From an optimization exercise on the open Yosys and OpenROAD flow, aimed at small area and a short achievable clock period; shortcuts taken in it are not production practice.
Where RTL was checked, it was by simulation tests only, not by an equivalence proof against the original.
Power figures rest on the tool's default switching activity, not on a simulated workload.

== P ==
## DSP
module DSP (A,B,D,C,CLK,CARRYIN,OPMODE,BCIN,RSTA,RSTB,RSTM,
RSTP,RSTC,RSTD,RSTCARRYIN,RSTOPMODE,CEA,CEB,CEM,CEP,CEC,CED,
CECARRYIN,CEOPMODE,PCIN,BCOUT,PCOUT,P,M,CARRYOUT,CARRYOUTF);
clock: 7.0 ns
lec_check: 0
abc_area: 1
cap_margin: 20
core_margin: 2
core_utilization: 40
cts_cluster_diameter: 130
cts_cluster_size: 26
setup_slack_margin: 2.9
slew_margin: 20
buffer_ports_args: -buffer_cell sky130_fd_sc_hd__buf_2
pre_resize_tcl: /design/flow/flow/ports.tcl
standard.sh (not shown) runs the stock make flow with config.mk's settings and CLKGATE_MAP_FILE= SYNTH_SCRIPT=/design/flow/synth_recipe.tcl, a recipe that flattens the netlist after the stock synthesis.
==> flow/flow/run.sh <==
#!/bin/bash
# The standard layout (standard.sh: standard synthesis, then ORFS to
# finish), with one change: the port buffers are plain buffers (buf_2 from
# buffer_ports, then buf_1 on the inputs) instead of the delay cell
# buffer_ports picks by default.  Each tool's output is in orfs/logs.
set -euo pipefail
HERE=$(pwd)
cat >> config.mk <<EOC
export BUFFER_PORTS_ARGS = -buffer_cell sky130_fd_sc_hd__buf_2
export PRE_RESIZE_TCL = $HERE/flow/ports.tcl
EOC
bash standard.sh > standard.log 2>&1
==> flow/flow/ports.tcl <==
# Before repair_design: the input ports' buffers become buf_1.
set n 0
foreach bterm [[ord::get_db_block] getBTerms] {
  if {[$bterm getIoType] ne "INPUT"} { continue }
  set net [$bterm getNet]
  if {$net eq "NULL" || [$net getSigType] eq "CLOCK"} { continue }
  foreach iterm [$net getITerms] {
    set inst [$iterm getInst]
    if {[[$inst getMaster] getName] eq "sky130_fd_sc_hd__buf_2"} {
      replace_cell [get_cells [$inst getName]] sky130_fd_sc_hd__buf_1
      incr n
    }
  }
}
puts "flow/ports.tcl: $n input buffers set to buf_1"
No stage failed in P, and the final checks on the layout all came back clean.
### P -> Q
- a change of SETUP_SLACK_MARGIN from 2.9 to 3.3
- a deleted CTS_CLUSTER_DIAMETER that had been 130
- a deleted CTS_CLUSTER_SIZE that had been 26
Q ends up with a final area that is about 14% higher than in P.
Portion of total power attributed to the clock network: Q vs P up 8.8 points
Power grows by more than 10% when moving from P to Q.
diff inputs: Q => R
- a change of SETUP_SLACK_MARGIN from 3.3 to 2.9
- an added CTS_CLUSTER_SIZE of 22
- an added CTS_CLUSTER_DIAMETER of 100
Results
Of R and Q, R shows the lower cell area after layout, with Q above it.
Compared with Q, R shows a clock share of power that is 7.1 points lower.
Per the comparison of R with Q, setup slack now smaller, first-pass GRT wire length now smaller, portion of total power attributed to sequential cells now larger.
Setup changes, R to S
- CORE_UTILIZATION changed from 40 to 55
- PLACE_DENSITY newly set to 0.7
==> comparison <==
In the tables for S and R, aggregate global-route resource usage reads lower with R.
S ends up with a maximum clock frequency that is 1.5% lower than in R.
Changes observed in S relative to R: worst setup slack now sits lower, sequential share of layout area moved up.
Switching power ends up higher on R.
Antenna diode instance count, S and R: lower on R
Compared with R, in S layout buffering overhead excluding clock cells did not really move; die area down about 27%; logic depth of the worst setup path including buffers went down; share of cell area taken by multi-input logic gates rose by 1.3 points.
Against R, S comes in 18 higher on post-cts gate resize count.
diff inputs: S => T
- CAP_MARGIN: 20 -> 0
- CORE_UTILIZATION: 55 -> 40
- SLEW_MARGIN: 20 -> 0
- PLACE_DENSITY: 0.7 -> unset
- SETUP_SLACK_MARGIN: 2.9 -> 3.0
[summary]
Diff T..S | final hold slack | negligible. Compared T vs S, and global-route wire length before repair is up in T. Per the comparison of T with S, via count of the first global-routing pass lower; number of instances in the placed design higher; met1 global-route usage lower; non-clock buffer count higher; switching share of power lower.

Another version of the RTL of DSP (not shown whole).
For scale: about 3,700 cells after synthesis, about 350 I/O pins.
==> flow/design.v (excerpt) <==
module DSP (A,B,D,C,CLK,CARRYIN,OPMODE,BCIN,RSTA,RSTB,RSTM,
RSTP,RSTC,RSTD,RSTCARRYIN,RSTOPMODE,CEA,CEB,CEM,CEP,CEC,CED,
CECARRYIN,CEOPMODE,PCIN,BCOUT,PCOUT,P,M,CARRYOUT,CARRYOUTF);
  parameter A0REG=0;
  parameter A1REG=1;
  parameter B0REG=0;
  parameter B1REG=1;
  parameter CREG=1;
  parameter DREG=1;
  parameter MREG=1;
  parameter PREG=1;
  parameter CARRYINREG=1;
  parameter CARRYOUTREG=1;
  parameter OPMODEREG=1;
  parameter CARRYINSEL="OPMODE5";
  parameter B_INPUT ="DIRECT";
  parameter RSTTYPE ="SYNC";
  input [17:0] A,B,D,BCIN;
  input [47:0] C,PCIN;
  input [7:0] OPMODE;
  input CLK,CARRYIN,RSTA,RSTB,RSTC,RSTCARRYIN,RSTD,RSTM,
  RSTOPMODE,RSTP,CEA,CEB,CECARRYIN,CEC,CED,CEM,CEOPMODE,CEP;
  output [17:0] BCOUT;
  output [47:0] PCOUT;
  output [47:0] P;
  output [35:0] M;
  output CARRYOUT,CARRYOUTF;
  reg [7:0] opm;
  reg [17:0] dr, ar, br;
  reg [47:0] cr, pr;
  reg cyi, cyo;
  reg [35:0] mr;
  wire s6 = opm[6];
  wire [18:0] pre_w = {dr, 1'b1} + {B ^ {18{s6}}, s6};
  wire [17:0] pre = pre_w[18:1];
  wire [17:0] b_in = opm[4] ? pre : B;
  always @(posedge CLK) begin
    if (RSTOPMODE) opm <= 8'd0;
    else if (CEOPMODE) opm <= OPMODE;
  end
  always @(posedge CLK) begin
    if (RSTD) dr <= 18'd0;
    else if (CED) dr <= D;
  end
  always @(posedge CLK) begin
    if (RSTC) cr <= 48'd0;
    else if (CEC) cr <= C;
  end
  always @(posedge CLK) begin
    if (RSTA) ar <= 18'd0;
    else if (CEA) ar <= A;
  end
  always @(posedge CLK) begin
    if (RSTB) br <= 18'd0;
    else if (CEB) br <= b_in;
  end
  always @(posedge CLK) begin
    if (RSTCARRYIN) cyi <= 1'd0;
    else if (CECARRYIN) cyi <= opm[5];
  end
  wire one0 = br[0] ^ 1'b0;
  wire two0 = (br[1] & ~br[0] & ~1'b0) | (~br[1] & br[0] & 1'b0);
  wire neg0 = br[1];
  wire pp1 = ((one0 & ar[0]) | (two0 & 1'b0)) ^ neg0;
  wire pp2 = ((one0 & ar[1]) | (two0 & ar[0])) ^ neg0;
  wire pp3 = ((one0 & ar[2]) | (two0 & ar[1])) ^ neg0;
  wire pp4 = ((one0 & ar[3]) | (two0 & ar[2])) ^ neg0;
  wire pp5 = ((one0 & ar[4]) | (two0 & ar[3])) ^ neg0;
  wire pp6 = ((one0 & ar[5]) | (two0 & ar[4])) ^ neg0;
  wire pp7 = ((one0 & ar[6]) | (two0 & ar[5])) ^ neg0;
  wire pp8 = ((one0 & ar[7]) | (two0 & ar[6])) ^ neg0;
  wire pp9 = ((one0 & ar[8]) | (two0 & ar[7])) ^ neg0;
  wire pp10 = ((one0 & ar[9]) | (two0 & ar[8])) ^ neg0;
  ...
clock: 7.0 ns
lec_check: 0
abc_area: 1
cap_margin: 20
core_margin: 2
core_utilization: 40
setup_slack_margin: 2.5
slew_margin: 20
buffer_ports_args: -buffer_cell sky130_fd_sc_hd__buf_2
pre_resize_tcl: /design/flow/flow/ports.tcl
==> flow/flow/ports.tcl <==
# Before repair_design: the input ports' buffers become buf_1.
set n 0
foreach port [get_ports -quiet *] {
  if {[get_property $port direction] ne "input"} { continue }
  if {[get_name $port] eq "CLK"} { continue }
  set net [get_nets -quiet -of_objects $port]
  if {$net eq ""} { continue }
  foreach pin [get_pins -quiet -of_objects $net] {
    set inst [get_cells -of_objects $pin]
    if {[get_property $inst ref_name] eq "sky130_fd_sc_hd__buf_2"} {
      replace_cell $inst sky130_fd_sc_hd__buf_1
      incr n
    }
  }
}
puts "flow/ports.tcl: $n input buffers set to buf_1"
Scripts as last shown in full above: flow/flow/run.sh
The baseline never finished: it broke off in placement repair (3_4_place_resized).
==> next run, changes <==
==> flow/flow/ports.tcl (replaced) <==
# Before repair_design: the input ports' buffers become buf_1.
set n 0
foreach bterm [[ord::get_db_block] getBTerms] {
  if {[$bterm getIoType] ne "INPUT"} { continue }
  set net [$bterm getNet]
  if {$net eq "NULL" || [$net getSigType] eq "CLOCK"} { continue }
  foreach iterm [$net getITerms] {
    set inst [$iterm getInst]
    if {[[$inst getMaster] getName] eq "sky130_fd_sc_hd__buf_2"} {
      replace_cell [get_cells [$inst getName]] sky130_fd_sc_hd__buf_1
      incr n
    }
  }
}
puts "flow/ports.tcl: $n input buffers set to buf_1"
Result:
- Now the flow finished with timing, DRC and antenna clean
- synthesized cell count stays the same
- synthesized area does not change
No functional check of the RTL was part of any run of this note.

run A:
RTL: one of the versions met above, not the one the previous note started from.
Size: ~3400 cells after synthesis, ~270 flip-flops, roughly 24000 µm² of cells after synthesis.
// DSP
module DSP (A,B,D,C,CLK,CARRYIN,OPMODE,BCIN,RSTA,RSTB,RSTM,
RSTP,RSTC,RSTD,RSTCARRYIN,RSTOPMODE,CEA,CEB,CEM,CEP,CEC,CED,
CECARRYIN,CEOPMODE,PCIN,BCOUT,PCOUT,P,M,CARRYOUT,CARRYOUTF);
clock: 7.0 ns
lec_check: 0
abc_area: 1
cap_margin: 5
core_margin: 2
core_utilization: 40
cts_cluster_diameter: 115
cts_cluster_size: 24
setup_slack_margin: 2.9
slew_margin: 5
buffer_ports_args: -buffer_cell sky130_fd_sc_hd__buf_2
pre_resize_tcl: /design/flow/flow/ports.tcl
==> flow/flow/ports.tcl <==
# Before repair_design: the input ports' buffers become buf_1.
set n 0
foreach bterm [[ord::get_db_block] getBTerms] {
  if {[$bterm getIoType] ne "INPUT"} { continue }
  set net [$bterm getNet]
  if {$net eq "NULL" || [$net getSigType] eq "CLOCK"} { continue }
  foreach iterm [$net getITerms] {
    set inst [$iterm getInst]
    if {[[$inst getMaster] getName] eq "sky130_fd_sc_hd__buf_2"} {
      replace_cell [get_cells [$inst getName]] sky130_fd_sc_hd__buf_1
      incr n
    }
  }
}
puts "flow/ports.tcl: $n input buffers set to buf_1"
Scripts as last shown in full above: flow/flow/run.sh
Changes in run B relative to run A:
Settings: CTS_CLUSTER_SIZE no longer set, was 24; CTS_CLUSTER_DIAMETER no longer set, was 115; SETUP_SLACK_MARGIN now 3.0, was 2.9; SLEW_MARGIN now 20, was 5; CAP_MARGIN now 20, was 5.
==> comparison <==
Comparing run B and run A, the lower global-route met1 utilization is on run B.
[compare] base=run A new=run B: routed via count divided by cell count has remained practically unchanged, power attributed to the clock group climbed about 70%, arrival time reported for the critical path endpoint has decreased.
Input-level comparison between run C and run B:
Settings: CTS_CLUSTER_SIZE now 22, previously not set; SETUP_SLACK_MARGIN now 2.6, was 3.0; CTS_CLUSTER_DIAMETER now 100, previously not set.
On clock share of power, the lower figure sits with run C, not run B.
Die area essentially unchanged between run B and run C.
Number of global-route vias before repair: run C vs run B down 2.8%
ms[17] as the worst setup path startpoint was reported by run B, and enc_one[6] by run C.
Run C reports its capturing instance or port of the critical path as ms[23] while run B reports M[33].
Run C: slew at the pin closest to its max-slew limit lower than run B
Relative to run B, the hold slack of run C is higher by 0.0080 ns.
Taking run B as the reference, in run C clock power went down by 36%, area occupied by registers lost 0.38%, standard cell area after detailed placement saw little to no change, routed wire length went down by 2.9%, power share of the combinational group saw an increase.
Relative to run C, the following input files were edited for run D:
Settings: a deleted CTS_CLUSTER_SIZE that had been 22; a change of SETUP_SLACK_MARGIN from 2.6 to 3.0; an added TNS_END_PERCENT of 20; a deleted CTS_CLUSTER_DIAMETER that had been 100.
--- outcome ---
Going from run C to run D, worst hold slack saw a decrease; critical path depth climbed 2; sequential fraction of design power went down by 3.2 points. Run D has slack of the critical path above what run C had. Cmp run D vs run C: final core area utilization higher in run D. Of the two values seen for slowest library cell on the worst path, sky130_fd_sc_hd__fa_1 was produced by run C and sky130_fd_sc_hd__dfxtp_4 by run D. Of run C and run D, the run reporting the higher wire length of the first global-routing pass was run D.
Relative to run D, the following input files were edited for run E:
Settings: an added CTS_CLUSTER_DIAMETER of 130; an added CTS_CLUSTER_SIZE of 26; a deleted TNS_END_PERCENT that had been 20.
Findings:
- For area of all sequential standard cells, run E and run D come out practically identical.
- Run D -> run E: non-clock buffer count increased by a few percent
- Re part of the power in the clock network: run D was higher than run E.
- Run E against run D: time the final worst path needs with I/O delays and setup moved down; first-iteration DRC count moved down; overall power consumption moved down; portion of the clock cycle consumed by the worst path in the final layout moved down; maximum cell stage delay along the critical path moved up.
- Between run D and run E, static leakage power is lower for run E, run D comes in above that.
- Compared with run D, run E shows global-route usage lower by 0.48 points.

DSP, a different RTL version from the one above (not shown whole).
Size: roughly 3900 cells after synthesis, ~250 flip-flops, about 27000 sq um of cells after synthesis.
Settings: LEC_CHECK=0, ABC_AREA=1, CAP_MARGIN=20, CORE_MARGIN=2, CORE_UTILIZATION=40, SETUP_SLACK_MARGIN=3.0, SLEW_MARGIN=20, BUFFER_PORTS_ARGS=-buffer_cell sky130_fd_sc_hd__buf_2, PRE_RESIZE_TCL=/design/flow/flow/ports.tcl; clock period 7.0 ns.
Scripts as last shown in full above: flow/flow/run.sh, flow/flow/ports.tcl
Rerun with:
==> flow/flow/run.sh (replaced) <==
#!/bin/bash
# The standard layout (standard.sh: standard synthesis, then ORFS to
# finish), with one change: each port gets a plain buffer (buf_1 on inputs,
# buf_2 on outputs) instead of the cell buffer_ports picks by default.
set -euo pipefail
HERE=$(pwd)
cat >> config.mk <<EOC
export DONT_BUFFER_PORTS = 1
export PRE_GLOBAL_PLACE_TCL = $HERE/flow/ports.tcl
EOC
bash standard.sh > standard.log 2>&1
==> flow/flow/ports.tcl (replaced) <==
# Port buffers, run before global placement in place of ORFS's buffer_ports.
puts "Perform port buffering (flow/ports.tcl)..."
buffer_ports -inputs -buffer_cell sky130_fd_sc_hd__buf_1
buffer_ports -outputs -buffer_cell sky130_fd_sc_hd__buf_2
Settings changed: BUFFER_PORTS_ARGS -buffer_cell sky130_fd_sc_hd__buf_2 to unset, DONT_BUFFER_PORTS set to 1, PRE_GLOBAL_PLACE_TCL set to /design/flow/flow/ports.tcl, PRE_RESIZE_TCL /design/flow/flow/ports.tcl to unset, SETUP_SLACK_MARGIN 3.0 to 2.5.
Result:
- synthesized area stays the same
- critical path depth goes up by 11
- non-clock buffer count fell by 409
- die area does not change
- cell area went down by 11%
- total power fell by 7.0%
- clock power is about the same
- via count is lower by 7.5%
- worst setup slack loses 230 ps
- cell count drops by 8.3%
- global-route usage went down by 1.2 points
Function was not checked in any run of this note: the RTL went through the layout flow alone.

run 1:
Another version of the RTL of DSP (not shown whole).
Size in the first run: ~3900 cells after synthesis, ~230 flip-flops, about 350 I/O pins.
==> flow/config.mk <==
export PLATFORM = sky130hd
export DESIGN_NAME = DSP
export DESIGN_NICKNAME = DSP
export VERILOG_FILES = /design/flow/design.v
export SDC_FILE = /design/flow/constraint.sdc
export NUM_CORES = 4
export LEC_CHECK = 0
export ABC_AREA = 1
export CAP_MARGIN = 20
export CORE_MARGIN = 2
export CORE_UTILIZATION = 40
export SETUP_SLACK_MARGIN = 2.5
export SLEW_MARGIN = 20
export DONT_BUFFER_PORTS = 1
export PRE_GLOBAL_PLACE_TCL = /design/flow/flow/ports.tcl
==> flow/constraint.sdc <==
create_clock -name core_clock -period 7.0 [get_ports {CLK}]
set_input_delay 1.4000 -clock core_clock [delete_from_list [all_inputs] [get_ports {CLK}]]
set_output_delay 1.4000 -clock core_clock [all_outputs]
set_load 0.01 [all_outputs]
==> flow/flow/run.sh <==
#!/bin/bash
# The standard layout (standard.sh: standard synthesis, then ORFS to
# finish), with one change: each port gets a plain buffer (buf_1 on inputs,
# buf_2 on outputs) instead of the cell buffer_ports picks by default.
set -euo pipefail
HERE=$(pwd)
cat >> config.mk <<EOC
export DONT_BUFFER_PORTS = 1
export PRE_GLOBAL_PLACE_TCL = $HERE/flow/ports.tcl
EOC
bash standard.sh > standard.log 2>&1
==> flow/flow/ports.tcl <==
# Port buffers, run before global placement in place of ORFS's buffer_ports.
puts "Perform port buffering (flow/ports.tcl)..."
buffer_ports -inputs -buffer_cell sky130_fd_sc_hd__buf_1
buffer_ports -outputs -buffer_cell sky130_fd_sc_hd__buf_2
#### Input delta (run 2 over run 1)
Settings: clearing DONT_BUFFER_PORTS, which used to be 1; putting PRE_RESIZE_TCL at /design/flow/flow/ports.tcl where nothing was set; putting TNS_END_PERCENT at 20 where nothing was set; swapping 2.5 for 3.0 in SETUP_SLACK_MARGIN; clearing PRE_GLOBAL_PLACE_TCL, which used to be /design/flow/flow/ports.tcl; putting BUFFER_PORTS_ARGS at -buffer_cell sky130_fd_sc_hd__buf_2 where nothing was set.
==> flow/flow/run.sh <==
#!/bin/bash
# The standard layout (standard.sh: standard synthesis, then ORFS to
# finish), with one change: the port buffers are plain buffers (buf_2 from
# buffer_ports, then buf_1 on the inputs) instead of the delay cell
# buffer_ports picks by default.  Each tool's output is in orfs/logs.
set -euo pipefail
HERE=$(pwd)
cat >> config.mk <<EOC
export BUFFER_PORTS_ARGS = -buffer_cell sky130_fd_sc_hd__buf_2
export PRE_RESIZE_TCL = $HERE/flow/ports.tcl
EOC
bash standard.sh > standard.log 2>&1
==> flow/flow/ports.tcl <==
# Before repair_design: the input ports' buffers become buf_1.
set n 0
foreach bterm [[ord::get_db_block] getBTerms] {
  if {[$bterm getIoType] ne "INPUT"} { continue }
  set net [$bterm getNet]
  if {$net eq "NULL" || [$net getSigType] eq "CLOCK"} { continue }
  foreach iterm [$net getITerms] {
    set inst [$iterm getInst]
    if {[[$inst getMaster] getName] eq "sky130_fd_sc_hd__buf_2"} {
      replace_cell [get_cells [$inst getName]] sky130_fd_sc_hd__buf_1
      incr n
    }
  }
}
puts "flow/ports.tcl: $n input buffers set to buf_1"
### Flow results
- The final layout from run 2, which completed every stage, passed the timing, design-rule and antenna checks at the end of the flow.
- Re final cell count without fillers: run 2 and run 1 aren't equal, and the lower value belongs to run 1.
- Summary: with run 1 as the reference, placed wire-length estimate after detailed placement in run 2 moved up slightly.
- Max slew at the pin closest to its max-slew limit across run 2 and run 1: run 1
- [compare] base=run 1 new=run 2: global-route wire length before repair rose by 1.9%; overall power rose by about 10%; clock distribution area overhead in the final layout stayed essentially flat; wire length reported by the detailed router rose by about 4%.
[inputs] run 3 vs run 2
Settings: a deleted BUFFER_PORTS_ARGS that had been -buffer_cell sky130_fd_sc_hd__buf_2; a deleted TNS_END_PERCENT that had been 20; a deleted ABC_AREA that had been 1; a deleted SETUP_SLACK_MARGIN that had been 3.0; a deleted PRE_RESIZE_TCL that had been /design/flow/flow/ports.tcl.
==> flow/run.sh (new file) <==
#!/bin/bash
# synth_recipe.tcl (not shown) runs the flow's synth.tcl, then flattens the netlist and writes it again
# the make line also repeats each setting of config.mk as NAME=value (left out here)
make -C /OpenROAD-flow-scripts/flow DESIGN_CONFIG=/design/flow/config.mk WORK_HOME=/design/flow/orfs CLKGATE_MAP_FILE= SYNTH_SCRIPT=/design/flow/synth_recipe.tcl finish
removed: flow/flow/run.sh
removed: flow/flow/ports.tcl
removed: flow/standard.sh
### Flow results
Of run 3 and run 2, the run reporting the higher fmax was run 2. Relative to run 2, the core utilization of run 3 is lower by 0.83 points. Run 2 ended up with mc[22]$_SDFFE_PP0P_ as its endpoint of the most critical setup path; run 3 ended up with pr[43]$_SDFFE_PP0P_. Looking only at instance count after placement with tap cells included, and setting everything else aside, the higher value of run 3 and run 2 goes to run 2. Changes observed in run 3 relative to run 2: minimum setup slack after placement shrank by 550 ps, sequential share of layout area shrank by 1.3 points, setup slack shrank by 1770 ps, area after synthesis grew by about 11%. On power share of the combinational group: between run 3 and run 2, it ends up lower for run 3.
### run 3 -> run 4
Settings: an added SETUP_SLACK_MARGIN of 2.5; an added BUFFER_PORTS_ARGS of -buffer_cell sky130_fd_sc_hd__buf_2; an added PRE_RESIZE_TCL of /design/flow/flow/ports.tcl; an added ABC_AREA of 1.
==> flow/flow/run.sh (new file) <==
#!/bin/bash
# The standard layout (standard.sh: standard synthesis, then ORFS to
# finish), with one change: the port buffers are plain buffers (buf_2 from
# buffer_ports, then buf_1 on the inputs) instead of the delay cell
# buffer_ports picks by default.  Each tool's output is in orfs/logs.
set -euo pipefail
HERE=$(pwd)
cat >> config.mk <<EOC
export BUFFER_PORTS_ARGS = -buffer_cell sky130_fd_sc_hd__buf_2
export PRE_RESIZE_TCL = $HERE/flow/ports.tcl
EOC
bash standard.sh > standard.log 2>&1
==> flow/flow/ports.tcl (new file) <==
# Before repair_design: the input ports' buffers become buf_1.
set n 0
foreach bterm [[ord::get_db_block] getBTerms] {
  if {[$bterm getIoType] ne "INPUT"} { continue }
  set net [$bterm getNet]
  if {$net eq "NULL" || [$net getSigType] eq "CLOCK"} { continue }
  foreach iterm [$net getITerms] {
    set inst [$iterm getInst]
    if {[[$inst getMaster] getName] eq "sky130_fd_sc_hd__buf_2"} {
      replace_cell [get_cells [$inst getName]] sky130_fd_sc_hd__buf_1
      incr n
    }
  }
}
puts "flow/ports.tcl: $n input buffers set to buf_1"
==> flow/standard.sh (new file) <==
#!/bin/bash
# synth_recipe.tcl (not shown) runs the flow's synth.tcl, then flattens the netlist and writes it again
# the make line also repeats each setting of config.mk as NAME=value (left out here)
make -C /OpenROAD-flow-scripts/flow DESIGN_CONFIG=/design/flow/config.mk WORK_HOME=/design/flow/orfs CLKGATE_MAP_FILE= SYNTH_SCRIPT=/design/flow/synth_recipe.tcl "${@:-finish}"
removed: flow/run.sh
Findings:
Result for run 3 and run 4: all clean. After detailed routing, run 3 needs less wire than run 4. Of the two values seen for most frequent standard cell in the layout excluding fill and tap cells, nor2_1 was produced by run 3 and nand2_1 by run 4. As far as register bit total from synthesis goes, run 3 and run 4 are indistinguishable; the numbers are identical. Run 3 → run 4: switching power share of the total now larger; share of post-route cells with drive strength above 1 shows an increase of 1.1 points. Post-route worst setup slack delta for run 4 relative to run 3: 1420 ps higher.

-- separate check: timing with driven ports --
The results above use ideal ports. As a check the final layouts listed here were re-extracted and re-timed, cells and wires unchanged.
Step 1 sets driving cells, clkbuf_16 on the clock port and buf_2 on the other inputs (assumed; they add their load-dependent delay and slew).
Step 2 moves the port delays by t, midway between the first and last clock arrival at a register: inputs arrive t later, outputs are due t later. That takes back most of the time a late clock gives input paths.
Three values: ideal ports, drivers, drivers and shift; two values: the first two.
run | t, ns | slack for setup (ns) | worst setup path after step 2 | worst register clock-pin slew, ns
P | 0.593 | 2.974 / 2.969 / 2.410 | input to register | 0.12 / 0.12
Q | 0.620 | 3.090 / 3.031 / 2.500 | input to register | 0.06 / 0.06
R | 0.607 | 3.015 / 2.954 / 2.491 | input to register | 0.10 / 0.10
S | 0.594 | 2.954 / 2.893 / 2.450 | input to register | 0.10 / 0.10
T | 0.607 | 2.952 / 2.967 / 2.361 | input to register | 0.09 / 0.09
the second run of note 2 | 0.579 | 1.828 / 1.828 / 1.828 | register to register | 0.10 / 0.10
run A | 0.591 | 3.003 / 2.964 / 2.493 | input to register | 0.11 / 0.11
run B | 0.620 | 3.035 / 2.975 / 2.458 | input to register | 0.06 / 0.06
run C | 0.607 | 2.705 / 2.705 / 2.351 | input to register | 0.10 / 0.10
run D | 0.627 | 2.954 / 2.893 / 2.455 | input to register | 0.06 / 0.06
run E | 0.599 | 2.996 / 3.016 / 2.418 | input to register | 0.12 / 0.12
the first run of note 4 | 0.658 | 2.844 / 2.780 / 2.554 | input to register | 0.07 / 0.07
the second run of note 4 | 0.651 | 2.614 / 2.569 / 2.414 | input to register | 0.07 / 0.07
run 1 | 0.659 | 2.528 / 2.500 / 2.500 | register to register | 0.07 / 0.07
run 2 | 0.664 | 3.019 / 2.965 / 3.019 | register to register | 0.07 / 0.07
run 3 | 0.652 | 1.252 / 1.252 / 1.252 | register to register | 0.07 / 0.07
run 4 | 0.665 | 2.674 / 2.674 / 2.674 | register to register | 0.07 / 0.07
After both steps every run listed still meets setup and hold. The setup slack of T, which loses most, moves by +0.015 ns with the drivers and by -0.591 ns with both steps.
